What follows belongs to an exercise in optimizing a design on an open flow for small area and a short achievable clock period; a production flow would make more cautious choices.
No functional check of the RTL was part of any run shown here.
Power and IR drop assume default switching activity.

--- flow/flow/run.sh ---
#!/bin/bash
# The standard layout, with buf_2 cells as the port buffers.
set -euo pipefail
bash standard.sh SETUP_SLACK_MARGIN=5.15 "BUFFER_PORTS_ARGS=-buffer_cell sky130_fd_sc_hd__buf_2" finish > standard.log 2>&1
--- flow/standard.sh ---
#!/bin/bash
# synth_recipe.tcl (not shown) runs the flow's synth.tcl, then flattens the netlist and writes it again
# the make line also repeats each setting of config.mk as NAME=value (left out here)
make -C /OpenROAD-flow-scripts/flow DESIGN_CONFIG=/design/flow/config.mk WORK_HOME=/design/flow/orfs CLKGATE_MAP_FILE= SYNTH_SCRIPT=/design/flow/synth_recipe.tcl "${@:-finish}"
--- flow/config.mk ---
export PLATFORM = sky130hd
export DESIGN_NAME = fpu16_top
export DESIGN_NICKNAME = fpu16_top
export VERILOG_FILES = /design/flow/design.v
export SDC_FILE = /design/flow/constraint.sdc
export NUM_CORES = 4
export LEC_CHECK = 0
export ABC_AREA = 1
export CAP_MARGIN = 20
export CORE_MARGIN = 2
export CORE_UTILIZATION = 40
export CTS_BUF_LIST = sky130_fd_sc_hd__clkbuf_4
export SETUP_SLACK_MARGIN = 5.0
export SLEW_MARGIN = 20
--- flow/constraint.sdc ---
create_clock -name core_clock -period 8.0 [get_ports {aclk}]
set_input_delay 1.6000 -clock core_clock [delete_from_list [all_inputs] [get_ports {aclk}]]
set_output_delay 1.6000 -clock core_clock [all_outputs]
set_load 0.01 [all_outputs]
--- flow/design.v ---
module mul11_cs(
    input  [10:0] x,
    input  [5:0] neg,
    input  [5:0] one,
    input  [5:0] two,
    output [21:0] r0,
    output [21:0] r1
    );
    wire neg0 = neg[0];
    wire one0 = one[0];
    wire two0 = two[0];
    wire neg1 = neg[1];
    wire one1 = one[1];
    wire two1 = two[1];
    wire neg2 = neg[2];
    wire one2 = one[2];
    wire two2 = two[2];
    wire neg3 = neg[3];
    wire one3 = one[3];
    wire two3 = two[3];
    wire neg4 = neg[4];
    wire one4 = one[4];
    wire two4 = two[4];
    wire neg5 = neg[5];
    wire one5 = one[5];
    wire two5 = two[5];
    wire pp0_0 = ((one0 & x[0]) | (two0 & 1'b0)) ^ neg0;
    wire pp0_1 = ((one0 & x[1]) | (two0 & x[0])) ^ neg0;
    wire pp0_2 = ((one0 & x[2]) | (two0 & x[1])) ^ neg0;
    wire pp0_3 = ((one0 & x[3]) | (two0 & x[2])) ^ neg0;
    wire pp0_4 = ((one0 & x[4]) | (two0 & x[3])) ^ neg0;
    wire pp0_5 = ((one0 & x[5]) | (two0 & x[4])) ^ neg0;
    wire pp0_6 = ((one0 & x[6]) | (two0 & x[5])) ^ neg0;
    wire pp0_7 = ((one0 & x[7]) | (two0 & x[6])) ^ neg0;
    wire pp0_8 = ((one0 & x[8]) | (two0 & x[7])) ^ neg0;
    wire pp0_9 = ((one0 & x[9]) | (two0 & x[8])) ^ neg0;
    wire pp0_10 = ((one0 & x[10]) | (two0 & x[9])) ^ neg0;
    wire pp0_11 = ((one0 & 1'b0) | (two0 & x[10])) ^ neg0;
    wire pp1_0 = ((one1 & x[0]) | (two1 & 1'b0)) ^ neg1;
    wire pp1_1 = ((one1 & x[1]) | (two1 & x[0])) ^ neg1;
    wire pp1_2 = ((one1 & x[2]) | (two1 & x[1])) ^ neg1;
    wire pp1_3 = ((one1 & x[3]) | (two1 & x[2])) ^ neg1;
    wire pp1_4 = ((one1 & x[4]) | (two1 & x[3])) ^ neg1;
    wire pp1_5 = ((one1 & x[5]) | (two1 & x[4])) ^ neg1;
    wire pp1_6 = ((one1 & x[6]) | (two1 & x[5])) ^ neg1;
    wire pp1_7 = ((one1 & x[7]) | (two1 & x[6])) ^ neg1;
    wire pp1_8 = ((one1 & x[8]) | (two1 & x[7])) ^ neg1;
    wire pp1_9 = ((one1 & x[9]) | (two1 & x[8])) ^ neg1;
    wire pp1_10 = ((one1 & x[10]) | (two1 & x[9])) ^ neg1;
    wire pp1_11 = ((one1 & 1'b0) | (two1 & x[10])) ^ neg1;
    wire pp2_0 = ((one2 & x[0]) | (two2 & 1'b0)) ^ neg2;
    wire pp2_1 = ((one2 & x[1]) | (two2 & x[0])) ^ neg2;
    wire pp2_2 = ((one2 & x[2]) | (two2 & x[1])) ^ neg2;
    wire pp2_3 = ((one2 & x[3]) | (two2 & x[2])) ^ neg2;
    wire pp2_4 = ((one2 & x[4]) | (two2 & x[3])) ^ neg2;
    wire pp2_5 = ((one2 & x[5]) | (two2 & x[4])) ^ neg2;
    wire pp2_6 = ((one2 & x[6]) | (two2 & x[5])) ^ neg2;
    wire pp2_7 = ((one2 & x[7]) | (two2 & x[6])) ^ neg2;
    wire pp2_8 = ((one2 & x[8]) | (two2 & x[7])) ^ neg2;
    wire pp2_9 = ((one2 & x[9]) | (two2 & x[8])) ^ neg2;
    wire pp2_10 = ((one2 & x[10]) | (two2 & x[9])) ^ neg2;
    wire pp2_11 = ((one2 & 1'b0) | (two2 & x[10])) ^ neg2;
    wire pp3_0 = ((one3 & x[0]) | (two3 & 1'b0)) ^ neg3;
    wire pp3_1 = ((one3 & x[1]) | (two3 & x[0])) ^ neg3;
    wire pp3_2 = ((one3 & x[2]) | (two3 & x[1])) ^ neg3;
    wire pp3_3 = ((one3 & x[3]) | (two3 & x[2])) ^ neg3;
    wire pp3_4 = ((one3 & x[4]) | (two3 & x[3])) ^ neg3;
    wire pp3_5 = ((one3 & x[5]) | (two3 & x[4])) ^ neg3;
    wire pp3_6 = ((one3 & x[6]) | (two3 & x[5])) ^ neg3;
    wire pp3_7 = ((one3 & x[7]) | (two3 & x[6])) ^ neg3;
    wire pp3_8 = ((one3 & x[8]) | (two3 & x[7])) ^ neg3;
    wire pp3_9 = ((one3 & x[9]) | (two3 & x[8])) ^ neg3;
    wire pp3_10 = ((one3 & x[10]) | (two3 & x[9])) ^ neg3;
    wire pp3_11 = ((one3 & 1'b0) | (two3 & x[10])) ^ neg3;
    wire pp4_0 = ((one4 & x[0]) | (two4 & 1'b0)) ^ neg4;
    wire pp4_1 = ((one4 & x[1]) | (two4 & x[0])) ^ neg4;
    wire pp4_2 = ((one4 & x[2]) | (two4 & x[1])) ^ neg4;
    wire pp4_3 = ((one4 & x[3]) | (two4 & x[2])) ^ neg4;
    wire pp4_4 = ((one4 & x[4]) | (two4 & x[3])) ^ neg4;
    wire pp4_5 = ((one4 & x[5]) | (two4 & x[4])) ^ neg4;
    wire pp4_6 = ((one4 & x[6]) | (two4 & x[5])) ^ neg4;
    wire pp4_7 = ((one4 & x[7]) | (two4 & x[6])) ^ neg4;
    wire pp4_8 = ((one4 & x[8]) | (two4 & x[7])) ^ neg4;
    wire pp4_9 = ((one4 & x[9]) | (two4 & x[8])) ^ neg4;
    wire pp4_10 = ((one4 & x[10]) | (two4 & x[9])) ^ neg4;
    wire pp4_11 = ((one4 & 1'b0) | (two4 & x[10])) ^ neg4;
    wire pp5_0 = (one5 & x[0]) | (two5 & 1'b0);
    wire pp5_1 = (one5 & x[1]) | (two5 & x[0]);
    wire pp5_2 = (one5 & x[2]) | (two5 & x[1]);
    wire pp5_3 = (one5 & x[3]) | (two5 & x[2]);
    wire pp5_4 = (one5 & x[4]) | (two5 & x[3]);
    wire pp5_5 = (one5 & x[5]) | (two5 & x[4]);
    wire pp5_6 = (one5 & x[6]) | (two5 & x[5]);
    wire pp5_7 = (one5 & x[7]) | (two5 & x[6]);
    wire pp5_8 = (one5 & x[8]) | (two5 & x[7]);
    wire pp5_9 = (one5 & x[9]) | (two5 & x[8]);
    wire pp5_10 = (one5 & x[10]) | (two5 & x[9]);
    wire pp5_11 = (one5 & 1'b0) | (two5 & x[10]);
    wire w1 = pp0_6 ^ pp1_4;
    wire w2 = pp0_6 & pp1_4;
    wire w3 = pp0_7 ^ pp1_5;
    wire w4 = pp0_7 & pp1_5;
    wire w5 = pp0_8 ^ pp1_6 ^ pp2_4;
    wire w6 = (pp0_8 & pp1_6) | (pp0_8 & pp2_4) | (pp1_6 & pp2_4);
    wire w7 = pp3_2 ^ pp4_0;
    wire w8 = pp3_2 & pp4_0;
    wire w9 = pp0_9 ^ pp1_7 ^ pp2_5;
    wire w10 = (pp0_9 & pp1_7) | (pp0_9 & pp2_5) | (pp1_7 & pp2_5);
    wire w11 = pp3_3 ^ pp4_1;
    wire w12 = pp3_3 & pp4_1;
    wire w13 = pp0_10 ^ pp1_8 ^ pp2_6;
    wire w14 = (pp0_10 & pp1_8) | (pp0_10 & pp2_6) | (pp1_8 & pp2_6);
    wire w15 = pp3_4 ^ pp4_2 ^ pp5_0;
    wire w16 = (pp3_4 & pp4_2) | (pp3_4 & pp5_0) | (pp4_2 & pp5_0);
    wire w17 = pp0_11 ^ pp1_9 ^ pp2_7;
    wire w18 = (pp0_11 & pp1_9) | (pp0_11 & pp2_7) | (pp1_9 & pp2_7);
    wire w19 = pp3_5 ^ pp4_3 ^ pp5_1;
    wire w20 = (pp3_5 & pp4_3) | (pp3_5 & pp5_1) | (pp4_3 & pp5_1);
    wire w21 = pp1_10 ^ pp2_8 ^ pp3_6;
    wire w22 = (pp1_10 & pp2_8) | (pp1_10 & pp3_6) | (pp2_8 & pp3_6);
    wire w23 = pp4_4 ^ pp5_2 ^ neg0;
    wire w24 = (pp4_4 & pp5_2) | (pp4_4 & neg0) | (pp5_2 & neg0);
    wire w25 = pp1_11 ^ pp2_9 ^ pp3_7;
    wire w26 = (pp1_11 & pp2_9) | (pp1_11 & pp3_7) | (pp2_9 & pp3_7);
    wire w27 = pp4_5 ^ pp5_3 ^ neg0;
    wire w28 = (pp4_5 & pp5_3) | (pp4_5 & neg0) | (pp5_3 & neg0);
    wire w29 = pp2_10 ^ pp3_8 ^ pp4_6;
    wire w30 = (pp2_10 & pp3_8) | (pp2_10 & pp4_6) | (pp3_8 & pp4_6);
    wire w31 = pp5_4 ^ ~neg0 ^ ~neg1;
    wire w32 = (pp5_4 & ~neg0) | (pp5_4 & ~neg1) | (~neg0 & ~neg1);
    wire w33 = pp2_11 ^ pp3_9 ^ pp4_7;
    wire w34 = (pp2_11 & pp3_9) | (pp2_11 & pp4_7) | (pp3_9 & pp4_7);
    wire w35 = pp5_5 ^ 1'b1;
    wire w36 = pp5_5 & 1'b1;
    wire w37 = pp3_10 ^ pp4_8 ^ pp5_6;
    wire w38 = (pp3_10 & pp4_8) | (pp3_10 & pp5_6) | (pp4_8 & pp5_6);
    wire w39 = pp3_11 ^ pp4_9;
    wire w40 = pp3_11 & pp4_9;
    wire w41 = pp0_4 ^ pp1_2;
    wire w42 = pp0_4 & pp1_2;
    wire w43 = pp0_5 ^ pp1_3;
    wire w44 = pp0_5 & pp1_3;
    wire w45 = w1 ^ pp2_2 ^ pp3_0;
    wire w46 = (w1 & pp2_2) | (w1 & pp3_0) | (pp2_2 & pp3_0);
    wire w47 = w2 ^ w3 ^ pp2_3;
    wire w48 = (w2 & w3) | (w2 & pp2_3) | (w3 & pp2_3);
    wire w49 = w4 ^ w5 ^ w7;
    wire w50 = (w4 & w5) | (w4 & w7) | (w5 & w7);
    wire w51 = w6 ^ w8 ^ w9;
    wire w52 = (w6 & w8) | (w6 & w9) | (w8 & w9);
    wire w53 = w10 ^ w12 ^ w13;
    wire w54 = (w10 & w12) | (w10 & w13) | (w12 & w13);
    wire w55 = w14 ^ w16 ^ w17;
    wire w56 = (w14 & w16) | (w14 & w17) | (w16 & w17);
    wire w57 = w18 ^ w20 ^ w21;
    wire w58 = (w18 & w20) | (w18 & w21) | (w20 & w21);
    wire w59 = w22 ^ w24 ^ w25;
    wire w60 = (w22 & w24) | (w22 & w25) | (w24 & w25);
    wire w61 = w26 ^ w28 ^ w29;
    wire w62 = (w26 & w28) | (w26 & w29) | (w28 & w29);
    wire w63 = w30 ^ w32 ^ w33;
    wire w64 = (w30 & w32) | (w30 & w33) | (w32 & w33);
    wire w65 = w34 ^ w36 ^ w37;
    wire w66 = (w34 & w36) | (w34 & w37) | (w36 & w37);
    wire w67 = w38 ^ w39 ^ pp5_7;
    wire w68 = (w38 & w39) | (w38 & pp5_7) | (w39 & pp5_7);
    wire w69 = w40 ^ pp4_10 ^ pp5_8;
    wire w70 = (w40 & pp4_10) | (w40 & pp5_8) | (pp4_10 & pp5_8);
    wire w71 = pp4_11 ^ pp5_9;
    wire w72 = pp4_11 & pp5_9;
    wire w73 = pp0_2 ^ pp1_0;
    wire w74 = pp0_2 & pp1_0;
    wire w75 = pp0_3 ^ pp1_1;
    wire w76 = pp0_3 & pp1_1;
    wire w77 = w41 ^ pp2_0 ^ neg2;
    wire w78 = (w41 & pp2_0) | (w41 & neg2) | (pp2_0 & neg2);
    wire w79 = w42 ^ w43 ^ pp2_1;
    wire w80 = (w42 & w43) | (w42 & pp2_1) | (w43 & pp2_1);
    wire w81 = w44 ^ w45 ^ neg3;
    wire w82 = (w44 & w45) | (w44 & neg3) | (w45 & neg3);
    wire w83 = w46 ^ w47 ^ pp3_1;
    wire w84 = (w46 & w47) | (w46 & pp3_1) | (w47 & pp3_1);
    wire w85 = w48 ^ w49 ^ neg4;
    wire w86 = (w48 & w49) | (w48 & neg4) | (w49 & neg4);
    wire w87 = w50 ^ w51 ^ w11;
    wire w88 = (w50 & w51) | (w50 & w11) | (w51 & w11);
    wire w89 = w52 ^ w53 ^ w15;
    wire w90 = (w52 & w53) | (w52 & w15) | (w53 & w15);
    wire w91 = w54 ^ w55 ^ w19;
    wire w92 = (w54 & w55) | (w54 & w19) | (w55 & w19);
    wire w93 = w56 ^ w57 ^ w23;
    wire w94 = (w56 & w57) | (w56 & w23) | (w57 & w23);
    wire w95 = w58 ^ w59 ^ w27;
    wire w96 = (w58 & w59) | (w58 & w27) | (w59 & w27);
    wire w97 = w60 ^ w61 ^ w31;
    wire w98 = (w60 & w61) | (w60 & w31) | (w61 & w31);
    wire w99 = w62 ^ w63 ^ w35;
    wire w100 = (w62 & w63) | (w62 & w35) | (w63 & w35);
    wire w101 = w64 ^ w65 ^ ~neg2;
    wire w102 = (w64 & w65) | (w64 & ~neg2) | (w65 & ~neg2);
    wire w103 = w66 ^ w67 ^ 1'b1;
    wire w104 = (w66 & w67) | (w66 & 1'b1) | (w67 & 1'b1);
    wire w105 = w68 ^ w69 ^ ~neg3;
    wire w106 = (w68 & w69) | (w68 & ~neg3) | (w69 & ~neg3);
    wire w107 = w70 ^ w71 ^ 1'b1;
    wire w108 = (w70 & w71) | (w70 & 1'b1) | (w71 & 1'b1);
    wire w109 = w72 ^ pp5_10 ^ ~neg4;
    wire w110 = (w72 & pp5_10) | (w72 & ~neg4) | (pp5_10 & ~neg4);
    wire w111 = pp5_11 ^ 1'b1;
    wire w112 = pp5_11 & 1'b1;
    assign r0 = {w110, w108, w106, w104, w102, w100, w98, w96, w94, w92, w90, w88, w86, w84, w82, w80, w78, w76, w74, w73, pp0_1, pp0_0};
    assign r1 = {w111, w109, w107, w105, w103, w101, w99, w97, w95, w93, w91, w89, w87, w85, w83, w81, w79, w77, w75, neg1, 1'b0, neg0};
endmodule
module booth_enc11(
    input  [10:0] y,
    output [5:0] neg,
    output [5:0] one,
    output [5:0] two
    );
    assign neg[0] = y[1];
    assign one[0] = y[0] ^ 1'b0;
    assign two[0] = (y[1] & ~y[0] & ~1'b0) | (~y[1] & y[0] & 1'b0);
    assign neg[1] = y[3];
    assign one[1] = y[2] ^ y[1];
    assign two[1] = (y[3] & ~y[2] & ~y[1]) | (~y[3] & y[2] & y[1]);
    assign neg[2] = y[5];
    assign one[2] = y[4] ^ y[3];
    assign two[2] = (y[5] & ~y[4] & ~y[3]) | (~y[5] & y[4] & y[3]);
    assign neg[3] = y[7];
    assign one[3] = y[6] ^ y[5];
    assign two[3] = (y[7] & ~y[6] & ~y[5]) | (~y[7] & y[6] & y[5]);
    assign neg[4] = y[9];
    assign one[4] = y[8] ^ y[7];
    assign two[4] = (y[9] & ~y[8] & ~y[7]) | (~y[9] & y[8] & y[7]);
    assign neg[5] = 1'b0;
    assign one[5] = y[10] ^ y[9];
    assign two[5] = (1'b0 & ~y[10] & ~y[9]) | (~1'b0 & y[10] & y[9]);
endmodule
module lzc12(
    input  [11:0] op,
    output [3:0]  cnt
    );
    assign cnt =
        op[11] ? 4'd0 : op[10] ? 4'd1 : op[9] ? 4'd2 : op[8] ? 4'd3 :
        op[7] ? 4'd4 : op[6] ? 4'd5 : op[5] ? 4'd6 : op[4] ? 4'd7 :
        op[3] ? 4'd8 : op[2] ? 4'd9 : op[1] ? 4'd10 : op[0] ? 4'd11 : 4'd12;
endmodule
module fpu_cmp_core(
    input  [15:0] a,
    input  [15:0] b,
    output        ge
    );
    wire gt, eq;
    mag_cmp15 u_mag(.x(a[14:0]), .y(b[14:0]), .gt(gt), .eq(eq));
    assign ge = (a[15] ^ b[15]) ? ~a[15] : (a[15] ? ~gt : (gt | eq));
endmodule
module mag_cmp15(
    input  [14:0] x,
    input  [14:0] y,
    output        gt,
    output        eq
    );
    wire [15:0] g0 = {1'b0, x & ~y};
    wire [15:0] e0 = {1'b1, ~(x ^ y)};
    wire [7:0] g1, e1;
    wire [3:0] g2, e2;
    wire [1:0] g3, e3;
    genvar i;
    generate
        for (i = 0; i < 8; i = i + 1) begin : l1
            assign g1[i] = g0[2*i+1] | (e0[2*i+1] & g0[2*i]);
            assign e1[i] = e0[2*i+1] & e0[2*i];
        end
        for (i = 0; i < 4; i = i + 1) begin : l2
            assign g2[i] = g1[2*i+1] | (e1[2*i+1] & g1[2*i]);
            assign e2[i] = e1[2*i+1] & e1[2*i];
        end
        for (i = 0; i < 2; i = i + 1) begin : l3
            assign g3[i] = g2[2*i+1] | (e2[2*i+1] & g2[2*i]);
            assign e3[i] = e2[2*i+1] & e2[2*i];
        end
    endgenerate
    assign gt = g3[1] | (e3[1] & g3[0]);
    assign eq = e3[1] & e3[0];
endmodule
module fpu16_top(
    input         aclk,
    input  [15:0] a,
    input  [15:0] b,
    input         a_valid,
    input         b_valid,
    output [15:0] add_result,
    output        add_valid,
    output [15:0] sub_result,
    output        sub_valid,
    output [15:0] mul_result,
    output        mul_valid,
    output [7:0]  cmp_result,
    output        cmp_valid
    );
    reg v0, v1, v2, v3, v4, v5;
    always @(posedge aclk) begin
        v0 <= a_valid & b_valid;
        v1 <= v0; v2 <= v1; v3 <= v2; v4 <= v3; v5 <= v4;
    end
    reg [15:0] a0, b0;
    reg cmp_q;
    wire ge;
    fpu_cmp_core u_cmp(.a(a), .b(b), .ge(ge));
    always @(posedge aclk) begin
        a0 <= a;
        b0 <= b;
        cmp_q <= ge;
    end
    assign cmp_result = {7'b0, cmp_q};
    assign cmp_valid = v0;
    wire a_gt, a_eq;
    mag_cmp15 u_agt(.x(a0[14:0]), .y(b0[14:0]), .gt(a_gt), .eq(a_eq));
    wire h_a0 = |a0[14:10];
    wire h_b0 = |b0[14:10];
    wire [5:0] bn_a, bo_a, bt_a, bn_b, bo_b, bt_b;
    booth_enc11 u_bea(.y({h_a0, a0[9:0]}), .neg(bn_a), .one(bo_a), .two(bt_a));
    booth_enc11 u_beb(.y({h_b0, b0[9:0]}), .neg(bn_b), .one(bo_b), .two(bt_b));
    reg [14:0] l1, s1;
    reg ls1, es1, fs1, hl1, hs1;
    reg [5:0] bo1, bt1;
    always @(posedge aclk) begin
        l1  <= a_gt ? a0[14:0] : b0[14:0];
        s1  <= a_gt ? b0[14:0] : a0[14:0];
        ls1 <= a_gt ? a0[15] : b0[15];
        es1 <= a0[15] ^ b0[15];
        fs1 <= a_gt ? a0[15] : ~b0[15];
        hl1 <= a_gt ? h_a0 : h_b0;
        hs1 <= a_gt ? h_b0 : h_a0;
        bo1 <= a_gt ? bo_b : bo_a;
        bt1 <= a_gt ? bt_b : bt_a;
    end
    wire [4:0] le1 = {l1[14:11], l1[10] | ~hl1};
    wire [4:0] se1 = {s1[14:11], s1[10] | ~hs1};
    wire [4:0] diff1 = le1 - se1;
    wire [13:0] s_ext = {hs1, s1[9:0], 3'b0};
    wire [13:0] s_shr = diff1[4] ? 14'b0 : s_ext >> diff1[3:0];
    wire [13:0] s_lost = diff1[4] ? s_ext : s_ext & ~(14'h3fff << diff1[3:0]);
    reg [14:0] l2;
    reg [13:0] sal2;
    reg ls2, es2, fs2, hl2, linf2, pani2, bz2;
    always @(posedge aclk) begin
        l2    <= l1;
        sal2  <= {s_shr[13:1], s_shr[0] | (|s_lost)};
        ls2   <= ls1;
        es2   <= es1;
        fs2   <= fs1;
        hl2   <= hl1;
        linf2 <= &l1[14:10];
        pani2 <= es1 & (&s1[14:10]) & ~(|l1[9:0]) & ~(|s1[9:0]);
        bz2   <= ~hl1 & ~(|l1[9:0]);
    end
    wire [13:0] sal_e = linf2 ? 14'b0 : sal2;
    wire [13:0] l_ext = {hl2, l2[9:0], 3'b0};
    reg [14:0] ps3;
    reg [13:0] ms3;
    reg [4:0] le3;
    reg linf3, ls3, es3, fs3, pani3, bz3;
    always @(posedge aclk) begin
        ps3   <= {1'b0, l_ext} + {1'b0, sal_e};
        ms3   <= l_ext - sal_e;
        le3   <= {l2[14:11], l2[10] | ~hl2};
        linf3 <= linf2;
        ls3   <= ls2;
        es3   <= es2;
        fs3   <= fs2;
        pani3 <= pani2;
        bz3   <= bz2;
    end
    wire p_nf = ps3[14];
    wire [9:0] p_fr = p_nf ? ps3[13:4] : ps3[12:3];
    wire p_g  = p_nf ? ps3[3] : ps3[2];
    wire p_r  = p_nf ? ps3[2] : ps3[1];
    wire p_st = p_nf ? (ps3[1] | ps3[0]) : ps3[0];
    wire [4:0] p_e = p_nf ? le3 + 5'd1 : (ps3[13] ? le3 : 5'd0);
    wire p_inc = p_g & (p_r | p_st | p_fr[0]);
    wire [10:0] m_force = (le3 >= 5'd12) ? 11'b0 : (11'b1 << (5'd11 - le3));
    wire [10:0] m_top = ms3[13:3] | m_force;
    wire [3:0] m_sh =
        m_top[10] ? 4'd0 : m_top[9] ? 4'd1 : m_top[8] ? 4'd2 : m_top[7] ? 4'd3 :
        m_top[6] ? 4'd4 : m_top[5] ? 4'd5 : m_top[4] ? 4'd6 : m_top[3] ? 4'd7 :
        m_top[2] ? 4'd8 : m_top[1] ? 4'd9 : m_top[0] ? 4'd10 : 4'd11;
    wire [13:0] m_n = ms3 << m_sh;
    wire [10:0] m_t = ms3[13:3];
    wire [3:0] m_lz =
        m_t[10] ? 4'd0 : m_t[9] ? 4'd1 : m_t[8] ? 4'd2 : m_t[7] ? 4'd3 :
        m_t[6] ? 4'd4 : m_t[5] ? 4'd5 : m_t[4] ? 4'd6 : m_t[3] ? 4'd7 :
        m_t[2] ? 4'd8 : m_t[1] ? 4'd9 : m_t[0] ? 4'd10 : 4'd11;
    wire [5:0] m_ed = {1'b0, le3} - {2'b0, m_lz};
    wire [4:0] m_e = (m_ed[5] | (m_ed == 6'd0)) ? 5'd0 : m_ed[4:0];
    wire m_inc = (m_sh == 4'd0) ? ms3[2] & (ms3[1] | ms3[0] | ms3[3]) :
                 (m_sh == 4'd1) ? ms3[1] & (ms3[0] | ms3[2]) : 1'b0;
    reg [14:0] pv4, mv4;
    reg pinc4, minc4, mz4, linf4, ls4, es4, fs4, pani4, bz4;
    always @(posedge aclk) begin
        pv4   <= {p_e, p_fr};
        pinc4 <= p_inc;
        mv4   <= {m_e, m_n[12:3]};
        minc4 <= m_inc;
        mz4   <= ~(|ms3);
        linf4 <= linf3;
        ls4   <= ls3;
        es4   <= es3;
        fs4   <= fs3;
        pani4 <= pani3;
        bz4   <= bz3;
    end
    wire [14:0] p_rnd = pv4 + pinc4;
    wire [14:0] m_rnd = mv4 + minc4;
    wire [14:0] p_res = ((&p_rnd[14:10]) & ~linf4) ? 15'h7c00 : p_rnd;
    wire [14:0] m_res = ((&m_rnd[14:10]) & ~linf4) ? 15'h7c00 : m_rnd;
    wire [14:0] add_mag = es4 ? m_res : p_res;
    wire [14:0] sub_mag = es4 ? p_res : m_res;
    wire zs = bz4 & ls4 & ~es4;
    wire [15:0] add_c = pani4 ? 16'hfe00 : bz4 ? {zs, 15'b0} :
                        (es4 & mz4) ? 16'b0 : {ls4, add_mag};
    wire [15:0] sub_c = pani4 ? 16'hfe00 : bz4 ? {zs, 15'b0} :
                        (~es4 & mz4) ? 16'b0 : {fs4, sub_mag};
    reg [15:0] add_q, sub_q;
    reg add_vq, sub_vq;
    always @(posedge aclk) begin
        add_q  <= add_c;
        sub_q  <= sub_c;
        add_vq <= v4 & ~(&add_c[14:10]);
        sub_vq <= v4 & ~(&sub_c[14:10]);
    end
    assign add_result = add_q;
    assign add_valid = add_vq;
    assign sub_result = sub_q;
    assign sub_valid = sub_vq;
    wire [10:0] m_x = {hl1, l1[9:0]};
    wire [10:0] m_y = {hs1, s1[9:0]};
    wire [21:0] cs0, cs1;
    wire [5:0] bn1 = {1'b0, m_y[9], m_y[7], m_y[5], m_y[3], m_y[1]};
    mul11_cs u_mul(.x(m_x), .neg(bn1), .one(bo1), .two(bt1), .r0(cs0), .r1(cs1));
    reg [21:0] cs0_2, cs1_2;
    reg [6:0] t2;
    reg msg2, nan2, psel2, zero2;
    always @(posedge aclk) begin
        cs0_2 <= cs0;
        cs1_2 <= cs1;
        t2    <= {2'b0, le1} + {2'b0, se1} - 7'd15;
        msg2  <= es1;
        nan2  <= &l1[14:10];
        psel2 <= (&s1[14:10]) & (ls1 ^ fs1);
        zero2 <= ~hs1 & ~(|s1[9:0]);
    end
    wire [21:0] q_sum = cs0_2 + cs1_2;
    wire [9:0] payload = psel2 ? sal2[12:3] : l2[9:0];
    reg [21:0] q3;
    reg [6:0] t3;
    reg msg3, nan3, zero3;
    always @(posedge aclk) begin
        q3    <= nan2 ? {2'b01, payload, 10'b0} : q_sum;
        t3    <= t2;
        msg3  <= msg2;
        nan3  <= nan2;
        zero3 <= zero2;
    end
    wire [3:0] lq;
    lzc12 u_lq(q3[21:10], lq);
    wire normal = ~t3[6] & (t3[5:0] >= {2'b0, lq});
    reg [21:0] q4;
    reg [6:0] l4, e4;
    reg normal4, msg4, nan4, zero4;
    always @(posedge aclk) begin
        q4      <= q3;
        l4      <= normal ? {3'b0, lq} : t3;
        e4      <= t3 + 7'd1 - {3'b0, lq};
        normal4 <= normal;
        msg4    <= msg3;
        nan4    <= nan3;
        zero4   <= zero3;
    end
    wire [32:0] q_pad = {q4, 11'b0};
    wire [6:0] q_sh = 7'd11 - l4;
    wire [32:0] q_z = q_pad >> q_sh[4:0];
    wire [11:0] win = q_z[21:10];
    wire [22:0] below = ~({23{1'b1}} << q_sh[4:0]);
    wire st4 = |(q4 & below[22:1]);
    wire [6:0] e4p1 = e4 + 7'd1;
    reg [10:0] mant5;
    reg [4:0] e5;
    reg inc5, ovn5, ovc5, normal5, msg5, nan5, zero5;
    always @(posedge aclk) begin
        mant5   <= win[11:1];
        inc5    <= win[0] & (st4 | win[1]);
        e5      <= e4[4:0];
        ovn5    <= normal4 & ($signed(e4) > 30);
        ovc5    <= normal4 & ($signed(e4p1) > 30);
        normal5 <= normal4;
        msg5    <= msg4;
        nan5    <= nan4;
        zero5   <= zero4;
    end
    wire [11:0] mr = {1'b0, mant5} + inc5;
    wire carry = inc5 & (&mant5);
    wire ovf = carry ? ovc5 : ovn5;
    wire [4:0] field = ~normal5 ? {4'b0, mr[10]} : carry ? e5 + 5'd1 : e5;
    wire [15:0] mul_c = nan5 ? {msg5, 5'b11111, mr[9:0]} : zero5 ? {msg5, 15'b0} :
                        ovf ? {msg5, 5'b11111, 10'b0} : {msg5, field, mr[9:0]};
    wire mul_err = nan5 | (ovf & ~zero5);
    reg [15:0] mul_q;
    reg mul_vq;
    always @(posedge aclk) begin
        mul_q  <= mul_c;
        mul_vq <= v5 & ~mul_err;
    end
    assign mul_result = mul_q;
    assign mul_valid = mul_vq;
endmodule
==> results.tsv, run 1 <==
stage	metric	value	unit
synth	EDFF count, synth	0	
route	First-pass DRT Iterations	5	
global_route	GRT Residual Overflow	0	
run_status	status	no timing/DRC/antenna violations	
sta	worst slew margin relative to its limit	0.427	
route	DRT iter0 DRCs	992	
power	pwr/cell area	410	mW/mm^2
hold_path	hold path depth	0	
floorplan	Chip Height	226	um
sta	Worst Skew	0.0502	ns
worst_setup_path	required time of the critical path	6.40	ns
global_route	vias in the first global route	15841	
synth	Yosys top cell area share	0.397	
clock_tree	clock latency (worst-skew pair)	0.85	ns
synth	synth unique cells	65	
worst_setup_path	Crit Path Class	reg -> out	
sta	Final Max Slew Viols	0	
synth	Mean Syn Cell Area	8.03	um^2
floorplan	Initial Util	0.404	
sta	Final period util	0.359	
clock_tree	maximum root-to-sink buffer count	3	
worst_setup_path	Slowest cell on crit path	dfxtp_2	
clock_tree	Reg clk slew, reported paths	0.09	ns
sta	Fin Setup TNS	0	ns
route	Remaining DRCs	0	
worst_setup_path	crit path DAT	1.27	ns
layout	share of post-route cells with drive strength above 1	0.165	
clock_tree	CTS tree	built	
power	Static Leak	10.8	nW
route	Via Count	16516	
synth	Async S/R FF share, synth	0	
clock_tree	H-Tree Depth	3	
placed_design	Post-DP Area	0.0207	mm^2
synth	synth top area cells	dfxtp_1 (40%), ha_1 (8.7%), nand2_1 (8.0%)	
worst_setup_path	R2R cell count	9	
placed_design	final RePlAce weighted congestion	0.907	
synth	post-synthesis sequential area ratio	0.397	
job	Max-Cap Viols	0	
power	Peak VDD IR	116	uV
sta	Final Hold Fails	0	
worst_setup_path	Worst Path Max Fanout	1	
worst_setup_path	CP delay by family, top	flip-flops	
floorplan	Rows	81	
layout	# fillers	4953	
route	via/cell ratio	4.88	
sta	final setup fails	0	
hold_path	worst hold-check path type	reg -> reg	
global_route	first-pass GRT wire length	78.8	mm
clock_tree	CTS Hold Bufs	0	
placed_design	Detail Placement HPWL	37.3	mm
synth	count leader, synth	nand2_1	
sta	Least-Margin Pin Slew	0.859	ns
synth	mapped cell area	0.0197	mm^2
global_route	pin count of the biggest net entering global routing	82	
worst_setup_path	Levels on crit path	1	
worst_setup_path	CP startpoint kind	register	
worst_setup_path	Worst Path Buf+Inv	1	
layout	Nets	2864	
sta	Final min period	2.87	ns
layout	Reg area	0.00788	mm^2
synth	cells after synthesis	2457	
layout	area occupied by multi-input gates	0.0104	mm^2
clock_tree	CTS sink count	391	
route	Routed Antenna Nets	0	
clock_tree	root buf cell	clkbuf_4	
floorplan	Floorplan Core Area	0.0488	mm^2
floorplan	die width	226	um
worst_setup_path	crit-path cells	buf_6	
synth	most instantiated cells after synthesis	nand2_1 (421), dfxtp_1 (391), inv_1 (320)	
placed_design	port buffer count	87	
power	Total Power	9.35	mW
synth	cell taking the most area after synthesis	dfxtp_1	
synth	Ys Warns	1	
global_route	total track usage	0.192	
worst_setup_path	Critical Path Max Stage Delay	0.33	ns
floorplan	die area	0.0511	mm^2
clock_tree	Num CTS Buffers	104	
global_route	initial antenna violation count	2	
layout	cell area after layout	0.0228	mm^2
layout	P&R area growth vs syn	15.7	%
floorplan	I/O pin count	95	
sta	RSZ-0062 raised after global routing	yes	
route	DR WL/cell	14.7	um
synth	Seq cells post-synth	391	
synth	most common flop cell mapped by yosys	dfxtp_1	
route	DRT Wirelength	49.7	mm
worst_setup_path	nature of the critical path endpoint	output port	
sta	Max Fclk	0.348	GHz
[flip-flops by register name, summed over array words and instances (netlist names), 15 cells and up]
name / cells
add_q: 16
a0: 16
cs0_2: 22
pv4: 15
mul_q: 16
b0: 16
sub_q: 16
q3: 22
l2: 15
l1: 15
q4: 22
mv4: 15
cs1_2: 21
[layout by cell type (no fill, tap or decap), drive strengths merged, types with 14 or more instances in the layout]
cell type,instances
nor2,193
clkinv,38
xnor2,14
dfxtp,391
inv,315
nand2,434
nand3,137
clkinvlp,24
o22ai,68
xor2,108
a21oi,152
buf,151
clkbuf,140
nand4,15
a31oi,21
ha,137
o21ai,195
fa,47
nor3,22
[report_power, final]
group	internal (mW)	total [mW]	switching, mW
sequential	2.71	3.21	0.503
combinational	1.75	4.48	2.73
clock	0.875	1.66	0.789
total	5.33	9.35	4.02
[what timing repair did]
action / CTS / global route
setup endpoints to repair: 151 / 142
pin swaps: 2 / 12
gates cloned: 0 / 5
buffers inserted: 8 / 51
gates resized for setup: 37 / 86
[layout make-up]
cell class | instances | share of cell area
Antenna cell | 3 | 0.000329
Multi-Input combinational cell | 1654 | 0.458
Clock inverter | 36 | 0.00944
Inverter | 341 | 0.0599
Clock buffer | 140 | 0.0461
Sequential cell | 391 | 0.346
Timing Repair inverter | 2 | 0.000439
Timing Repair Buffer | 151 | 0.0442
Tap cell | 664 | 0.0364
[worst reg2reg max path: stages (launching register included)]
cell,delay [ns]
dfxtp_2,0.40
clkinvlp_4,0.20
buf_2,0.23
o22ai_1,0.17
xor2_1,0.11
fa_1,0.52
inv_1,0.06
fa_1,0.48
inv_1,0.05
fa_1,0.45
[path summary, 6_finish.rpt]
kind	from	end	slack, ns
max	add_q[12]$_DFF_P_	add_result[12]	5.13
min	l2[11]$_DFF_P_	le3[1]$_DFF_P_	0.28
max reg2reg	l1[6]$_DFF_P_	cs1_2[11]$_DFF_P_	5.18
min reg2reg	l2[11]$_DFF_P_	le3[1]$_DFF_P_	0.28
[routing by layer]
metal / wire length (um) / part of all wire / up-vias / GRT usage
li1: - / - / 8456 / -
met4: 1260 / 0.025 / 0 / 0.0713
met2: 24400 / 0.49 / 450 / 0.335
met1: 21800 / 0.44 / 7507 / 0.235
met5: 0 / 0 / - / 0
met3: 2200 / 0.044 / 103 / 0.0372
[kinds of logic (layout without fill, tap and decap cells)]
kind of cell               Yosys count  after routing  share of synthesized area
and+or+nand+nor                    829            832                      0.181
AOI/OAI and AO/OA                  500            500                      0.143
DFF                                391            391                      0.397
muxes                                9              9                    0.00482
adders and majority gates          184            184                      0.135
buffers and inverters              421            670                     0.0845
other                                1             10                   0.000190
xor gates and xnor gates           122            122                     0.0542
[stage by stage]
| stage | std cells | worst slack, ns | util | hold slack (ns) |
|---|---|---|---|---|
| final | 3382 | 5.13 | 0.467 | 0.280 |
| after global routing | 3382 | 5.03 | 0.467 | 0.289 |
| after CTS | 3323 | 4.90 | 0.453 | 0.283 |
| after detailed placement | 3139 | 4.40 | 0.423 | 0.312 |
| after global placement | 3139 | 4.53 | 0.423 | 0.312 |
| after floorplan | 2463 | 5.15 | - | 0.310 |
==> run 2, diff against run 1 <==
==> flow/flow/run.sh (replaced) <==
#!/bin/bash
# The standard layout, with buf_2 cells as the port buffers.
set -euo pipefail
bash standard.sh "BUFFER_PORTS_ARGS=-buffer_cell sky130_fd_sc_hd__buf_2" finish > standard.log 2>&1
==> run 2 against run 1 <==
Still clean. Clock power up 6%. Cell count is 1.2% lower. Fmax is 1.5% lower. Die area did not move. Hold slack better by 0.039 ns. Synthesized cell count is the same. Via count decreased by 0.92%. Sequential power barely moved. First-iteration DRC count down 15%. Largest cell class unchanged.
==> results.tsv, run 2 <==
stage	metric	value	unit
run_status	status	no timing/DRC/antenna violations	
worst_setup_path	CP delay by family, top	compound AO/OA/AOI/OAI gates	
route	DRT Wirelength	49.1	mm
sta	Final Hold Fails	0	
clock_tree	root buf cell	clkbuf_4	
clock_tree	CTS tree	built	
clock_tree	maximum root-to-sink buffer count	3	
placed_design	Post-DP Area	0.0207	mm^2
placed_design	placed instance count	3138	
synth	Yosys top cell area share	0.397	
global_route	total track usage	0.193	
worst_setup_path	required time of the critical path	8.69	ns
sta	Final Max Slew Viols	0	
sta	Final period util	0.364	
route	Routed Antenna Nets	0	
floorplan	Chip Height	226	um
sta	worst slew margin relative to its limit	0.416	
worst_setup_path	crit path DAT	3.60	ns
power	clock share of power	0.189	
layout	most frequent cells in the layout	nand2_1 (420), dfxtp_1 (383), inv_1 (314), o21ai_0 (187), nor2_1 (181)	
worst_setup_path	Slowest cell on crit path	dfxtp_4	
synth	most instantiated cells after synthesis	nand2_1 (421), dfxtp_1 (391), inv_1 (320)	
power	Peak VDD IR	115	uV
floorplan	Initial Util	0.404	
sta	RSZ-0062 raised after global routing	yes	
layout	P&R area growth vs syn	12.8	%
hold_path	worst hold-check path type	reg -> reg	
synth	Seq cells post-synth	391	
clock_tree	H-Tree Depth	3	
worst_setup_path	Crit Path Class	reg -> reg	
worst_setup_path	CP startpoint kind	register	
route	Via Count	16364	
sta	Least-Margin Pin Slew	0.875	ns
clock_tree	Reg clk slew, reported paths	0.07	ns
global_route	initial antenna violation count	2	
synth	count leader, synth	nand2_1	
route	DRT iter0 DRCs	840	
synth	EDFF count, synth	0	
synth	cells after synthesis	2457	
power	power share of the combinational group	0.466	
synth	cell taking the most area after synthesis	dfxtp_1	
clock_tree	CTS sink count	391	
layout	share of post-route cells with drive strength above 1	0.125	
route	DR WL/cell	14.7	um
sta	Worst Skew	0.0379	ns
power	Total Power	9.31	mW
synth	Ys Warns	1	
layout	fin cells	3340	
placed_design	Detail Placement HPWL	37.8	mm
power	pwr/cell area	418	mW/mm^2
floorplan	Floorplan Core Area	0.0488	mm^2
layout	Nets	2813	
power	Psw	3.98	mW
layout	Final Util	0.455	
sta	Max Fclk	0.343	GHz
clock_tree	clock latency (worst-skew pair)	0.84	ns
route	Remaining DRCs	0	
global_route	vias in the first global route	15882	
synth	most common flop cell mapped by yosys	dfxtp_1	
floorplan	die width	226	um
floorplan	die area	0.0511	mm^2
route	via/cell ratio	4.90	
synth	Async S/R FF share, synth	0	
sta	Fin Setup TNS	0	ns
worst_setup_path	nature of the critical path endpoint	register	
power	Reg power frac	0.345	
synth	synth top area cells	dfxtp_1 (40%), ha_1 (8.7%), nand2_1 (8.0%)	
power	Static Leak	10.6	nW
floorplan	I/O pin count	95	
worst_setup_path	Crit path top cell by count	inv_1	
synth	mapped cell area	0.0197	mm^2
synth	post-synthesis sequential area ratio	0.397	
layout	cell area after layout	0.0222	mm^2
worst_setup_path	crit-path cells	clkinvlp_4 -> nor2_1 -> ha_1 -> inv_1 -> fa_2 -> nand2_1 -> nand2_1 -> a21oi_1 -> xor2_1 -> inv_1 -> nor2_4 -> inv_1 -> o21ai_0 -> o311a_1 -> o2111ai_1	
job	Max-Cap Viols	0	
floorplan	Rows	81	
layout	commonest non-fill, non-tap cell in the layout	nand2_1	
worst_setup_path	Worst Path Buf+Inv	4	
global_route	pin count of the biggest net entering global routing	82	
placed_design	port buffer count	87	
worst_setup_path	Worst Path Max Fanout	9	
placed_design	final RePlAce weighted congestion	0.903	
layout	top flop regs	cs0_2: 22 flops, q3: 22 flops, q4: 22 flops	
worst_setup_path	Critical Path Max Stage Delay	0.40	ns
synth	Mean Syn Cell Area	8.03	um^2
sta	Final min period	2.91	ns
sta	final setup fails	0	
power	Pint	5.32	mW
global_route	first-pass GRT wire length	79.3	mm
route	First-pass DRT Iterations	5	
power	switching fraction of total power	0.428	
synth	synth unique cells	65	
global_route	GRT Residual Overflow	0	
clock_tree	Num CTS Buffers	101	
-- run 2: cell counts after synthesis --
No cell type changed its count.
-- run 2: stage by stage --
step	setup WS [ns]	hold WS [ns]
6_report	5.09	0.319
5_1_grt	4.91	0.322
4_1_cts	4.82	0.319
3_5_place_dp	4.47	0.312
3_3_place_gp	4.58	0.313
2_1_floorplan	5.09	0.310
-- run 2: kinds of logic after synthesis --
logic type | after synthesis | synth area share
AND/OR/NAND/NOR | 829 | 0.181
flip-flops | 391 | 0.397
adder cells (fa/ha/maj) | 184 | 0.135
XOR/XNOR | 122 | 0.0542
multiplexers | 9 | 0.00482
other | 1 | 0.000190
buffers and inverters | 421 | 0.0845
AO/OA/AOI/OAI | 500 | 0.143
-- run 2: final timing paths --
path                 start               to  slack (ns)  depth (start not counted)
max            hl1$_DFF_P_  sal2[0]$_DFF_P_        5.09                         15
min          t2[2]$_DFF_P_    t3[2]$_DFF_P_        0.32                          0
max reg2reg    hl1$_DFF_P_  sal2[0]$_DFF_P_        5.09                         15
min reg2reg  t2[2]$_DFF_P_    t3[2]$_DFF_P_        0.32                          0
-- run 2: layer usage --
layer,global-route usage,vias to the layer above,wire [um]
met5,0,-,0
met4,0.0781,0,1240
met3,0.0399,120,2370
met2,0.333,465,23800
met1,0.234,7404,21700
li1,-,8375,-
-- run 2: timing repair --
action,CTS,global route
resized for setup,14,23
setup endpoints to repair,51,46
gates cloned,0,1
buffers inserted,0,16
pin swaps,0,5
hold buffers,0,0
-- run 2: layout make-up --
type | count | area, um^2
repair inverters | 1 | 5.00
well taps | 664 | 831
fillers | 4956 | 26600
clock inverters | 41 | 295
repair buffers | 107 | 586
flip-flops and latches | 391 | 7840
inverters | 341 | 1310
clock buffers | 139 | 1040
diodes | 5 | 12.5
multi-input cells | 1651 | 10300
-- run 2: worst reg2reg max path: stages (launching register included) --
cell and delay, ns:
dfxtp_4 0.40, clkinvlp_4 0.15, nor2_1 0.18, ha_1 0.17, inv_1 0.06, fa_2 0.34, nand2_1 0.08, nand2_1 0.05
a21oi_1 0.15, xor2_1 0.25, inv_1 0.15, nor2_4 0.17, inv_1 0.16, o21ai_0 0.19, o311a_1 0.19, o2111ai_1 0.09
-- run 2: power by group through the flow --
stage / sequential [mW] / combinational, mW / clock [mW]
floorplan: 3.08 / 3.19 / 0
detailed placement: 3.25 / 4.21 / 0
CTS: 3.21 / 4.26 / 1.83
global placement: 3.23 / 4.19 / 0
finish: 3.21 / 4.34 / 1.76
global route: 3.29 / 4.98 / 1.93
==> run 3, diff against run 2 <==
==> flow/flow/run.sh (replaced) <==
#!/bin/bash
# The standard layout, with buf_2 cells as the port buffers.
set -euo pipefail
bash standard.sh SETUP_SLACK_MARGIN=5.2 "BUFFER_PORTS_ARGS=-buffer_cell sky130_fd_sc_hd__buf_2" finish > standard.log 2>&1
--- a/flow/config.mk
+++ b/flow/config.mk
@@ -10,5 +10,4 @@
 export CORE_MARGIN = 2
 export CORE_UTILIZATION = 40
-export CTS_BUF_LIST = sky130_fd_sc_hd__clkbuf_4
 export SETUP_SLACK_MARGIN = 5.0
 export SLEW_MARGIN = 20
==> run 3 against run 2 <==
Clock-buffer cell count is 78 lower. Global-route usage shrank 0.13 points. Largest power group unchanged. Worst setup slack gained 0.13 ns. Cell count down 0.87%. Largest cell class unchanged. Via count increased by 0.29%. Non-clock buffer count up 78. Area after synthesis did not move. Flip-flop and latch count did not move. Wire length rose by 3.0%. Sequential share of layout area decreased by 1.3 points. Critical endpoint is now cs1_2[12]$_DFF_P_. Sequential power hardly changed.
==> results.tsv, run 3 <==
stage	metric	value	unit
run_status	status	no timing/DRC/antenna violations	
floorplan	die width	226	um
global_route	routing usage on met3	0.0258	
layout	fin cells	3311	
worst_setup_path	Worst Path Buf+Inv	4	
clock_tree	root buf cell	clkbuf_16	
layout	top flop regs	cs0_2: 22 flops, q3: 22 flops, q4: 22 flops	
synth	Mean Syn Cell Area	8.03	um^2
synth	Ys Warns	1	
floorplan	Floorplan Core Area	0.0488	mm^2
route	via/cell ratio	4.96	
power	power share of the combinational group	0.476	
power	switching fraction of total power	0.422	
worst_setup_path	nature of the critical path endpoint	register	
layout	# fillers	4794	
synth	cell taking the most area after synthesis	dfxtp_1	
power	Reg power frac	0.333	
clock_tree	CTS sink count	391	
power	pwr/cell area	414	mW/mm^2
synth	mapped cell area	0.0197	mm^2
clock_tree	Num CTS Buffers	43	
sta	final setup margin	5.22	ns
worst_setup_path	required time of the critical path	8.43	ns
power	Static Leak	10.9	nW
route	First-pass DRT Iterations	5	
placed_design	placed instance count	3140	
layout	share of post-route cells with drive strength above 1	0.153	
sta	Worst Skew	0.0147	ns
worst_setup_path	crit path DAT	3.21	ns
power	clock share of power	0.191	
placed_design	Detail Placement HPWL	37.9	mm
placed_design	pre-CTS setup slack	4.63	ns
floorplan	die area	0.0511	mm^2
sta	Final period util	0.348	
worst_setup_path	Critical Path Max Stage Delay	0.46	ns
floorplan	I/O pin count	95	
sta	Final Max Slew Viols	0	
layout	Reg area	0.00788	mm^2
worst_setup_path	Crit path top cell by count	fa_1	
placed_design	port buffer count	87	
route	Routed Antenna Nets	0	
layout	most frequent cells in the layout	nand2_1 (420), dfxtp_1 (371), inv_1 (302), o21ai_0 (181), nor2_1 (174)	
placed_design	final RePlAce weighted congestion	0.908	
global_route	initial antenna violation count	0	
sta	Final Hold Fails	0	
synth	most common flop cell mapped by yosys	dfxtp_1	
route	DRT Wirelength	50.6	mm
clock_tree	maximum root-to-sink buffer count	3	
synth	EDFF count, synth	0	
floorplan	Rows	81	
power	Pint	5.55	mW
layout	P&R area growth vs syn	17.8	%
global_route	GR peak layer	met2	
power	Psw	4.06	mW
synth	synth top area cells	dfxtp_1 (40%), ha_1 (8.7%), nand2_1 (8.0%)	
synth	most instantiated cells after synthesis	nand2_1 (421), dfxtp_1 (391), inv_1 (320)	
sta	RSZ-0062 raised after global routing	yes	
clock_tree	H-Tree Depth	2	
hold_path	worst hold-check path type	reg -> reg	
sta	Fin Setup TNS	0	ns
clock_tree	Reg clk slew, reported paths	0.06	ns
global_route	GRT Residual Overflow	0	
route	DR WL/cell	15.3	um
job	Max-Cap Viols	0	
worst_setup_path	crit-path cells	clkinvlp_4 -> buf_4 -> o22ai_1 -> xor2_1 -> fa_1 -> inv_1 -> fa_1 -> inv_1 -> fa_1	
route	DRT iter0 DRCs	996	
synth	cells after synthesis	2457	
layout	Final Util	0.475	
synth	Async S/R FF share, synth	0	
global_route	GR Util met1	0.240	
layout	Ant. Diodes	0	
clock_tree	CTS tree	built	
synth	post-synthesis sequential area ratio	0.397	
floorplan	Chip Height	226	um
synth	synth unique cells	65	
sta	final setup fails	0	
sta	Least-Margin Pin Slew	0.879	ns
sta	worst slew margin relative to its limit	0.414	
clock_tree	clock latency (worst-skew pair)	0.56	ns
sta	Final min period	2.78	ns
global_route	pin count of the biggest net entering global routing	54	
synth	count leader, synth	nand2_1	
layout	cell area after layout	0.0232	mm^2
global_route	total track usage	0.192	
global_route	first-pass GRT wire length	78.8	mm
worst_setup_path	CP startpoint kind	register	
worst_setup_path	Worst Path Max Fanout	6	
route	Remaining DRCs	0	
synth	Yosys top cell area share	0.397	
worst_setup_path	CP delay by family, top	adder cells	
floorplan	Initial Util	0.404	
power	Peak VDD IR	165	uV
route	Via Count	16412	
global_route	met2 usage	0.338	
worst_setup_path	Slowest cell on crit path	fa_1	
layout	area occupied by multi-input gates	0.0106	mm^2
synth	Seq cells post-synth	391	
worst_setup_path	Crit Path Class	reg -> reg	
global_route	vias in the first global route	15380	
placed_design	Post-DP Area	0.0207	mm^2
layout	commonest non-fill, non-tap cell in the layout	nand2_1	
sta	Max Fclk	0.359	GHz
layout	Nets	2836	
## run 3: kinds of logic (layout without fill, tap and decap cells)
group                      after synthesis  after routing  synth area share
other                                    1              7          0.000190
xor gates and xnor gates               122            122            0.0542
adders and majority gates              184            184             0.135
AOI/OAI and AO/OA                      500            500             0.143
DFF                                    391            391             0.397
muxes                                    9              9           0.00482
and+or+nand+nor                        829            833             0.181
buffers and inverters                  421            601            0.0845
## run 3: what timing repair did
item | CTS | global route
setup endpoints to repair | 60 | 68
setup buffers | 5 | 87
gates cloned | 0 | 4
gates resized for setup | 24 | 119
pin swaps | 2 | 34
hold buffers | 0 | 0
## run 3: per-layer routing
metal,vias to the layer above,share of wire,wire length [um]
met5,-,0,0
met4,0,0.029,1470
met3,112,0.047,2390
met2,458,0.49,24600
met1,7494,0.44,22200
li1,8348,-,-
## run 3: worst paths after layout
kind / from / cells past startpoint / end / slack, ns
worst max register to register: l1[7]$_DFF_P_ / 9 / cs1_2[12]$_DFF_P_ / 5.22
worst min register to register: t2[6]$_DFF_P_ / 0 / t3[6]$_DFF_P_ / 0.32
worst max-delay path: l1[7]$_DFF_P_ / 9 / cs1_2[12]$_DFF_P_ / 5.22
worst min-delay path: t2[6]$_DFF_P_ / 0 / t3[6]$_DFF_P_ / 0.32
## run 3: stage by stage
stage | hold WS [ns] | total power [mW]
2_1_floorplan | 0.310 | 6.27
3_3_place_gp | 0.313 | 7.43
3_5_place_dp | 0.312 | 7.47
4_1_cts | 0.316 | 9.37
5_1_grt | 0.330 | 10.5
6_report | 0.323 | 9.61
## run 3: area by class of cell
cell class / instances / area share
Sequential cell: 391 / 0.339
Multi-Input combinational cell: 1655 / 0.457
Clock buffer: 61 / 0.0527
Tap cell: 664 / 0.0358
Clock inverter: 14 / 0.00372
Inverter: 341 / 0.0597
Timing Repair Buffer: 185 / 0.0519
## run 3: power groups by stage
| stage | Clock, mW | Combinational (mW) | Sequential, mW |
|---|---|---|---|
| detailed placement | 0 | 4.24 | 3.23 |
| CTS | 1.88 | 4.29 | 3.19 |
| finish | 1.83 | 4.58 | 3.20 |
| global route | 1.96 | 5.25 | 3.29 |
| global placement | 0 | 4.21 | 3.22 |
| floorplan | 0 | 3.19 | 3.08 |
==> run 4, diff against run 3 <==
==> flow/flow/run.sh (replaced) <==
#!/bin/bash
# The standard layout, with buf_2 cells as the port buffers.
set -euo pipefail
bash standard.sh SETUP_SLACK_MARGIN=5.35 "BUFFER_PORTS_ARGS=-buffer_cell sky130_fd_sc_hd__buf_2" finish > standard.log 2>&1
==> run 4 against run 3 <==
Still clean on timing, DRC and antenna. Via count fell by 0.25%. Global-route usage rose by 0.44 points. Non-clock buffer count fell by 14. Clock skew rose by 0.0011 ns. Hold slack got worse by 0.0037 ns. Worst setup slack improved by 0.11 ns. Critical path type unchanged. Largest power group unchanged.
==> results.tsv, run 4 <==
stage	metric	value	unit
clock_tree	root buf cell	clkbuf_16	
clock_tree	CTS sink count	391	
clock_tree	clock latency (worst-skew pair)	0.56	ns
clock_tree	maximum root-to-sink buffer count	3	
sta	Final period util	0.335	
synth	Ys Warns	1	
sta	Max Fclk	0.374	GHz
layout	Ant. Diodes	0	
synth	post-synthesis sequential area ratio	0.397	
worst_setup_path	crit path DAT	3.11	ns
worst_setup_path	Crit Reg-Reg Endpoint	cs1_2[14]$_DFF_P_	
power	Psw	4.16	mW
power	clock share of power	0.194	
route	Routed Antenna Nets	0	
placed_design	final RePlAce weighted congestion	0.912	
sta	RSZ-0062 raised after global routing	yes	
sta	Final Hold Fails	0	
placed_design	Post-DP Area	0.0207	mm^2
worst_setup_path	flop2flop setup slack	5.32	ns
synth	Seq cells post-synth	391	
power	Pint	5.75	mW
hold_path	worst hold-check path type	reg -> reg	
synth	EDFF count, synth	0	
sta	Final min period	2.68	ns
route	DRT iter0 DRCs	967	
layout	Nets	2825	
worst_setup_path	FF-to-FF Start	l1[9]$_DFF_P_	
run_status	status	no timing/DRC/antenna violations	
layout	cell area after layout	0.0237	mm^2
power	Peak VDD IR	166	uV
placed_design	Detail Placement HPWL	37.7	mm
global_route	GRT Residual Overflow	0	
sta	Final Max Slew Viols	0	
floorplan	Initial Util	0.404	
worst_setup_path	nature of the critical path endpoint	register	
clock_tree	CTS Hold Bufs	0	
placed_design	port buffer count	87	
worst_setup_path	Worst Path Max Fanout	5	
route	DRT Wirelength	51.0	mm
placed_design	pre-CTS setup slack	4.58	ns
layout	Final Util	0.485	
floorplan	die width	226	um
worst_setup_path	R2R cell count	8	
clock_tree	CTS tree	built	
power	Static Leak	10.9	nW
global_route	first-pass GRT wire length	80.4	mm
layout	top flop regs	cs0_2: 22 flops, q3: 22 flops, q4: 22 flops	
floorplan	Floorplan Core Area	0.0488	mm^2
layout	commonest non-fill, non-tap cell in the layout	nand2_1	
synth	mapped cell area	0.0197	mm^2
layout	# fillers	4759	
power	power share of the combinational group	0.479	
power	Reg power frac	0.326	
worst_setup_path	required time of the critical path	8.43	ns
worst_setup_path	crit path to	cs1_2[14]$_DFF_P_	
power	pwr/cell area	418	mW/mm^2
clock_tree	Num CTS Buffers	43	
synth	Yosys top cell area share	0.397	
synth	count leader, synth	nand2_1	
sta	Worst Skew	0.0158	ns
global_route	total track usage	0.196	
layout	P&R area growth vs syn	20.3	%
power	switching fraction of total power	0.420	
synth	cells after synthesis	2457	
clock_tree	Reg clk slew, reported paths	0.06	ns
synth	most common flop cell mapped by yosys	dfxtp_1	
sta	final setup margin	5.32	ns
worst_setup_path	Crit Path Class	reg -> reg	
route	DR WL/cell	15.5	um
route	Remaining DRCs	0	
layout	share of post-route cells with drive strength above 1	0.178	
clock_tree	H-Tree Depth	2	
global_route	vias in the first global route	15632	
worst_setup_path	CP startpoint	l1[9]$_DFF_P_	
sta	Least-Margin Pin Slew	0.993	ns
sta	worst slew margin relative to its limit	0.337	
floorplan	I/O pin count	95	
route	via/cell ratio	4.96	
synth	synth top area cells	dfxtp_1 (40%), ha_1 (8.7%), nand2_1 (8.0%)	
worst_setup_path	CP startpoint kind	register	
job	Max-Cap Viols	0	
sta	final setup fails	0	
sta	Fin Setup TNS	0	ns
synth	Mean Syn Cell Area	8.03	um^2
synth	most instantiated cells after synthesis	nand2_1 (421), dfxtp_1 (391), inv_1 (320)	
global_route	initial antenna violation count	0	
global_route	pin count of the biggest net entering global routing	42	
floorplan	die area	0.0511	mm^2
layout	most frequent cells in the layout	nand2_1 (413), dfxtp_1 (363), inv_1 (294), o21ai_0 (176), nor2_1 (171)	
synth	Async S/R FF share, synth	0	
floorplan	Rows	81	
floorplan	Chip Height	226	um
route	Via Count	16371	
synth	synth unique cells	65	
synth	cell taking the most area after synthesis	dfxtp_1	
route	First-pass DRT Iterations	5	
==> run 4: changes by cell type in the layout (fill, tap and decap cells not counted), sizes merged <==
cell / change
bufinv: +4
clkinvlp: -2
buf: -12
clkbuf: -7
clkinv: +5
==> run 4: what timing repair did <==
item / in CTS / in global routing
pin swaps: 13 / 70
resized for setup: 89 / 176
cloned: 3 / 4
setup endpoints to repair: 124 / 112
buffers inserted: 36 / 43
hold endpoints to repair: 0 / 0
==> run 4: worst min path at each step <==
stage                     slack [ns]             to             start  depth (start not counted)
final                           0.32  q4[0]$_DFF_P_  q3[0]$_SDFF_PP0_                          0
after global routing            0.32  q4[0]$_DFF_P_  q3[0]$_SDFF_PP0_                          0
after CTS                       0.31  q4[0]$_DFF_P_  q3[0]$_SDFF_PP0_                          0
after detailed placement        0.31  zero4$_DFF_P_     zero3$_DFF_P_                          0
after global placement          0.31  zero5$_DFF_P_     zero4$_DFF_P_                          0
after floorplan                 0.31    bz3$_DFF_P_       bz2$_DFF_P_                          0
==> run 4: final cells by class <==
cell class	count	area, um^2	share of cell area
Multi-Input combinational cell	1655	11100	0.468
Sequential cell	391	7910	0.333
Inverter	341	1380	0.0583
Clock buffer	56	1160	0.0491
Timing Repair Buffer	171	1110	0.0470
Tap cell	664	831	0.0350
Clock inverter	18	210	0.00886
Timing Repair inverter	3	17.5	0.000739
==> run 4: kinds of logic (layout without fill, tap and decap cells) <==
group                      count (synthesis)  count (layout)  share of synthesized area
buffers and inverters                    421             589                     0.0845
muxes                                      9               9                    0.00482
adders and majority gates                184             184                      0.135
and+or+nand+nor                          829             833                      0.181
AOI/OAI and AO/OA                        500             500                      0.143
DFF                                      391             391                      0.397
other                                      1               7                   0.000190
xor gates and xnor gates                 122             122                     0.0542
==> run 4: worst max-delay path, cell delays in order (launching register included) <==
cell        delay (ns)
dfxtp_4           0.37
clkinvlp_4        0.09
buf_4             0.16
o22ai_1           0.19
xor2_1            0.24
fa_1              0.48
fa_2              0.53
inv_1             0.05
fa_1              0.43
==> run 4: metrics by stage <==
| step | instances | total power, mW | hold slack [ns] |
|---|---|---|---|
| CTS | 3252 | 9.57 | 0.312 |
| global route | 3299 | 10.8 | 0.319 |
| detailed placement | 3139 | 7.46 | 0.313 |
| global placement | 3139 | 7.42 | 0.313 |
| floorplan | 2463 | 6.28 | 0.310 |
| finish | 3299 | 9.91 | 0.319 |
==> run 4: power by group through the flow <==
stage	clock (mW)	combinational (mW)	sequential [mW]
final	1.92	4.75	3.23
after global placement	0	4.20	3.22
after CTS	1.97	4.40	3.20
after detailed placement	0	4.23	3.23
after floorplan	0	3.19	3.08
after global routing	2.05	5.41	3.32
==> run 4: per-layer routing <==
| layer | up-vias | track usage | wire length, um |
|---|---|---|---|
| li1 | 8323 | - | - |
| met1 | 7466 | 0.243 | 22200 |
| met2 | 459 | 0.349 | 25100 |
| met3 | 123 | 0.0238 | 2070 |
| met4 | 0 | 0.0724 | 1700 |
| met5 | - | 0 | 0 |
==> run 5, diff against run 4 <==
--- a/flow/config.mk
+++ b/flow/config.mk
@@ -9,5 +9,5 @@
 export CAP_MARGIN = 20
 export CORE_MARGIN = 2
-export CORE_UTILIZATION = 40
+export CORE_UTILIZATION = 55
 export SETUP_SLACK_MARGIN = 5.0
 export SLEW_MARGIN = 20
==> run 5 against run 4 <==
Hold slack improved by 0.0051 ns. Critical endpoint is now cs1_2[10]$_DFF_P_. Fmax fell by 0.32%. Worst setup slack got worse by 0.0086 ns. Clock power fell by 3%. Design area fell by 2.3%. First-iteration DRC count fell by 9.0%. Synthesized cell count did not move. Combinational power fell by 3%. Cell count fell by 6.9%. Non-clock buffer count fell by 19. Critical path depth fell by 1.
==> results.tsv, run 5 <==
stage	metric	value	unit
route	via/cell ratio	5.32	
power	Reg power frac	0.334	
sta	Fin Setup TNS	0	ns
worst_setup_path	CP delay by family, top	adder cells	
synth	Seq cells post-synth	391	
sta	Least-Margin Pin Slew	0.874	ns
route	DRT Wirelength	47.8	mm
route	Routed Antenna Nets	0	
worst_setup_path	nature of the critical path endpoint	register	
synth	most instantiated cells after synthesis	nand2_1 (421), dfxtp_1 (391), inv_1 (320)	
power	Static Leak	10.8	nW
layout	share of post-route cells with drive strength above 1	0.168	
job	Max-Cap Viols	0	
layout	cell area after layout	0.0232	mm^2
power	Pint	5.64	mW
route	Via Count	16339	
clock_tree	CTS tree	built	
synth	Async S/R FF share, synth	0	
sta	final setup margin	5.31	ns
sta	RSZ-0062 raised after global routing	yes	
worst_setup_path	Worst Path Buf+Inv	2	
hold_path	min-delay src	l2[11]$_DFF_P_	
layout	fin cells	3073	
synth	Mean Syn Cell Area	8.03	um^2
sta	Max Fclk	0.372	GHz
layout	Ant. Diodes	0	
worst_setup_path	Crit Reg-Reg Endpoint	cs1_2[10]$_DFF_P_	
hold_path	worst hold-check path type	reg -> reg	
worst_setup_path	Slowest cell on crit path	fa_1	
synth	synth top area cells	dfxtp_1 (40%), ha_1 (8.7%), nand2_1 (8.0%)	
global_route	pin count of the biggest net entering global routing	82	
clock_tree	clock latency (worst-skew pair)	0.56	ns
synth	most common flop cell mapped by yosys	dfxtp_1	
route	DRT iter0 DRCs	880	
power	pwr/cell area	419	mW/mm^2
power	Total Power	9.70	mW
worst_setup_path	crit-path cells	clkinvlp_4 -> buf_4 -> o22ai_1 -> xor2_1 -> fa_1 -> fa_1 -> fa_1	
route	Remaining DRCs	0	
sta	Final Hold Fails	0	
hold_path	end of the worst hold path	le3[1]$_DFF_P_	
clock_tree	root buf cell	clkbuf_16	
global_route	first-pass GRT wire length	74.9	mm
synth	count leader, synth	nand2_1	
worst_setup_path	required time of the critical path	8.43	ns
placed_design	final RePlAce weighted congestion	0.919	
placed_design	port buffer count	87	
synth	cell taking the most area after synthesis	dfxtp_1	
placed_design	placed instance count	2935	
sta	final setup fails	0	
synth	Ys Warns	1	
run_status	status	no timing/DRC/antenna violations	
route	First-pass DRT Iterations	8	
layout	P&R area growth vs syn	17.5	%
sta	Final Max Slew Viols	0	
sta	Final period util	0.336	
floorplan	die width	193	um
floorplan	Rows	69	
global_route	initial antenna violation count	1	
sta	Worst Skew	0.0133	ns
worst_setup_path	CP startpoint kind	register	
global_route	GRT Residual Overflow	0	
sta	final hold slack	0.324	ns
power	switching fraction of total power	0.418	
clock_tree	Num CTS Buffers	40	
clock_tree	maximum root-to-sink buffer count	3	
worst_setup_path	Crit path top cell by count	fa_1	
clock_tree	CTS sink count	391	
worst_setup_path	crit path DAT	3.12	ns
worst_setup_path	Levels on crit path	7	
global_route	total track usage	0.243	
layout	area occupied by multi-input gates	0.0110	mm^2
power	Peak VDD IR	237	uV
floorplan	Chip Height	193	um
synth	post-synthesis sequential area ratio	0.397	
layout	most frequent cells in the layout	nand2_1 (417), dfxtp_1 (360), inv_1 (297), o21ai_0 (175), nor2_1 (172)	
worst_setup_path	Crit Path Class	reg -> reg	
floorplan	die area	0.0374	mm^2
layout	commonest non-fill, non-tap cell in the layout	nand2_1	
synth	Yosys top cell area share	0.397	
synth	synth unique cells	65	
placed_design	Post-DP Area	0.0205	mm^2
route	DR WL/cell	15.5	um
floorplan	I/O pin count	95	
layout	Final Util	0.655	
worst_setup_path	R2R cell count	7	
layout	# fillers	3133	
placed_design	Detail Placement HPWL	35.3	mm
layout	top flop regs	cs0_2: 22 flops, q3: 22 flops, q4: 22 flops	
synth	EDFF count, synth	0	
hold_path	hold path depth	0	
clock_tree	H-Tree Depth	2	
power	power share of the combinational group	0.473	
layout	Nets	2803	
sta	worst slew margin relative to its limit	0.417	
sta	Final min period	2.69	ns
placed_design	pre-CTS setup slack	4.45	ns
power	Psw	4.06	mW
synth	mapped cell area	0.0197	mm^2
worst_setup_path	FF-to-FF Start	l1[7]$_DFF_P_	
floorplan	Initial Util	0.557	
worst_setup_path	Critical Path Max Stage Delay	0.54	ns
worst_setup_path	Worst Path Max Fanout	6	
clock_tree	Reg clk slew, reported paths	0.06	ns
power	clock share of power	0.192	
floorplan	Floorplan Core Area	0.0354	mm^2
global_route	vias in the first global route	15202	
layout	Reg area	0.00791	mm^2
worst_setup_path	flop2flop setup slack	5.31	ns
worst_setup_path	CP startpoint	l1[7]$_DFF_P_	
synth	cells after synthesis	2457	
run 5: cell counts after synthesis:
Identical to the previous run, type by type.
run 5: what timing repair did:
item,4_1_cts,5_1_grt
hold buffers,0,0
buffers inserted,34,27
pin swaps,13,60
endpoints found under the hold margin,0,0
cloned,2,5
resized for setup,81,167
setup endpoints to repair,82,88
run 5: how the worst max path moves through the flow:
stage / endpoint / slack, ns
after detailed placement: inc5$_DFF_P_ / 4.45
final: cs1_2[10]$_DFF_P_ / 5.31
after global placement: inc5$_DFF_P_ / 4.48
after floorplan: cmp_q$_DFF_P_ / 5.18
after CTS: inc5$_DFF_P_ / 5.29
after global routing: cs1_2[11]$_DFF_P_ / 5.26
run 5: kinds of logic after synthesis:
family	synth area share
AO/OA/AOI/OAI	0.143
buffers and inverters	0.0845
other	0.000190
flip-flops	0.397
XOR/XNOR	0.0542
adder cells (fa/ha/maj)	0.135
AND/OR/NAND/NOR	0.181
multiplexers	0.00482
run 5: cell type report:
| type | instances | area share |
|---|---|---|
| Multi-Input combinational cell | 1654 | 0.474 |
| Timing Repair Buffer | 152 | 0.0422 |
| Clock buffer | 56 | 0.0502 |
| Inverter | 341 | 0.0595 |
| Timing Repair inverter | 4 | 0.00119 |
| Tap cell | 461 | 0.0249 |
| Clock inverter | 14 | 0.00707 |
| Sequential cell | 391 | 0.341 |
run 5: power groups by stage:
stage	Combinational, mW	Sequential, mW	Clock [mW]
6_report	4.59	3.24	1.86
5_1_grt	5.22	3.32	2.00
4_1_cts	4.29	3.21	1.91
3_5_place_dp	4.16	3.24	0
3_3_place_gp	4.07	3.23	0
2_1_floorplan	3.19	3.08	0
run 5: routing by layer:
layer,routed length (um),vias to the layer above,global-route usage
met5,0,-,0
met4,1890,0,0.0984
met3,2350,127,0.0404
met2,22800,459,0.413
met1,20800,7466,0.308
li1,-,8287,-

Setup slack of run 5, layout unchanged: 5.315 ns with ideal ports, 5.315 ns with driving cells assumed (clock clkbuf_16, inputs buf_2), 4.903 ns with port delays also shifted by the 0.608 ns mid clock arrival.
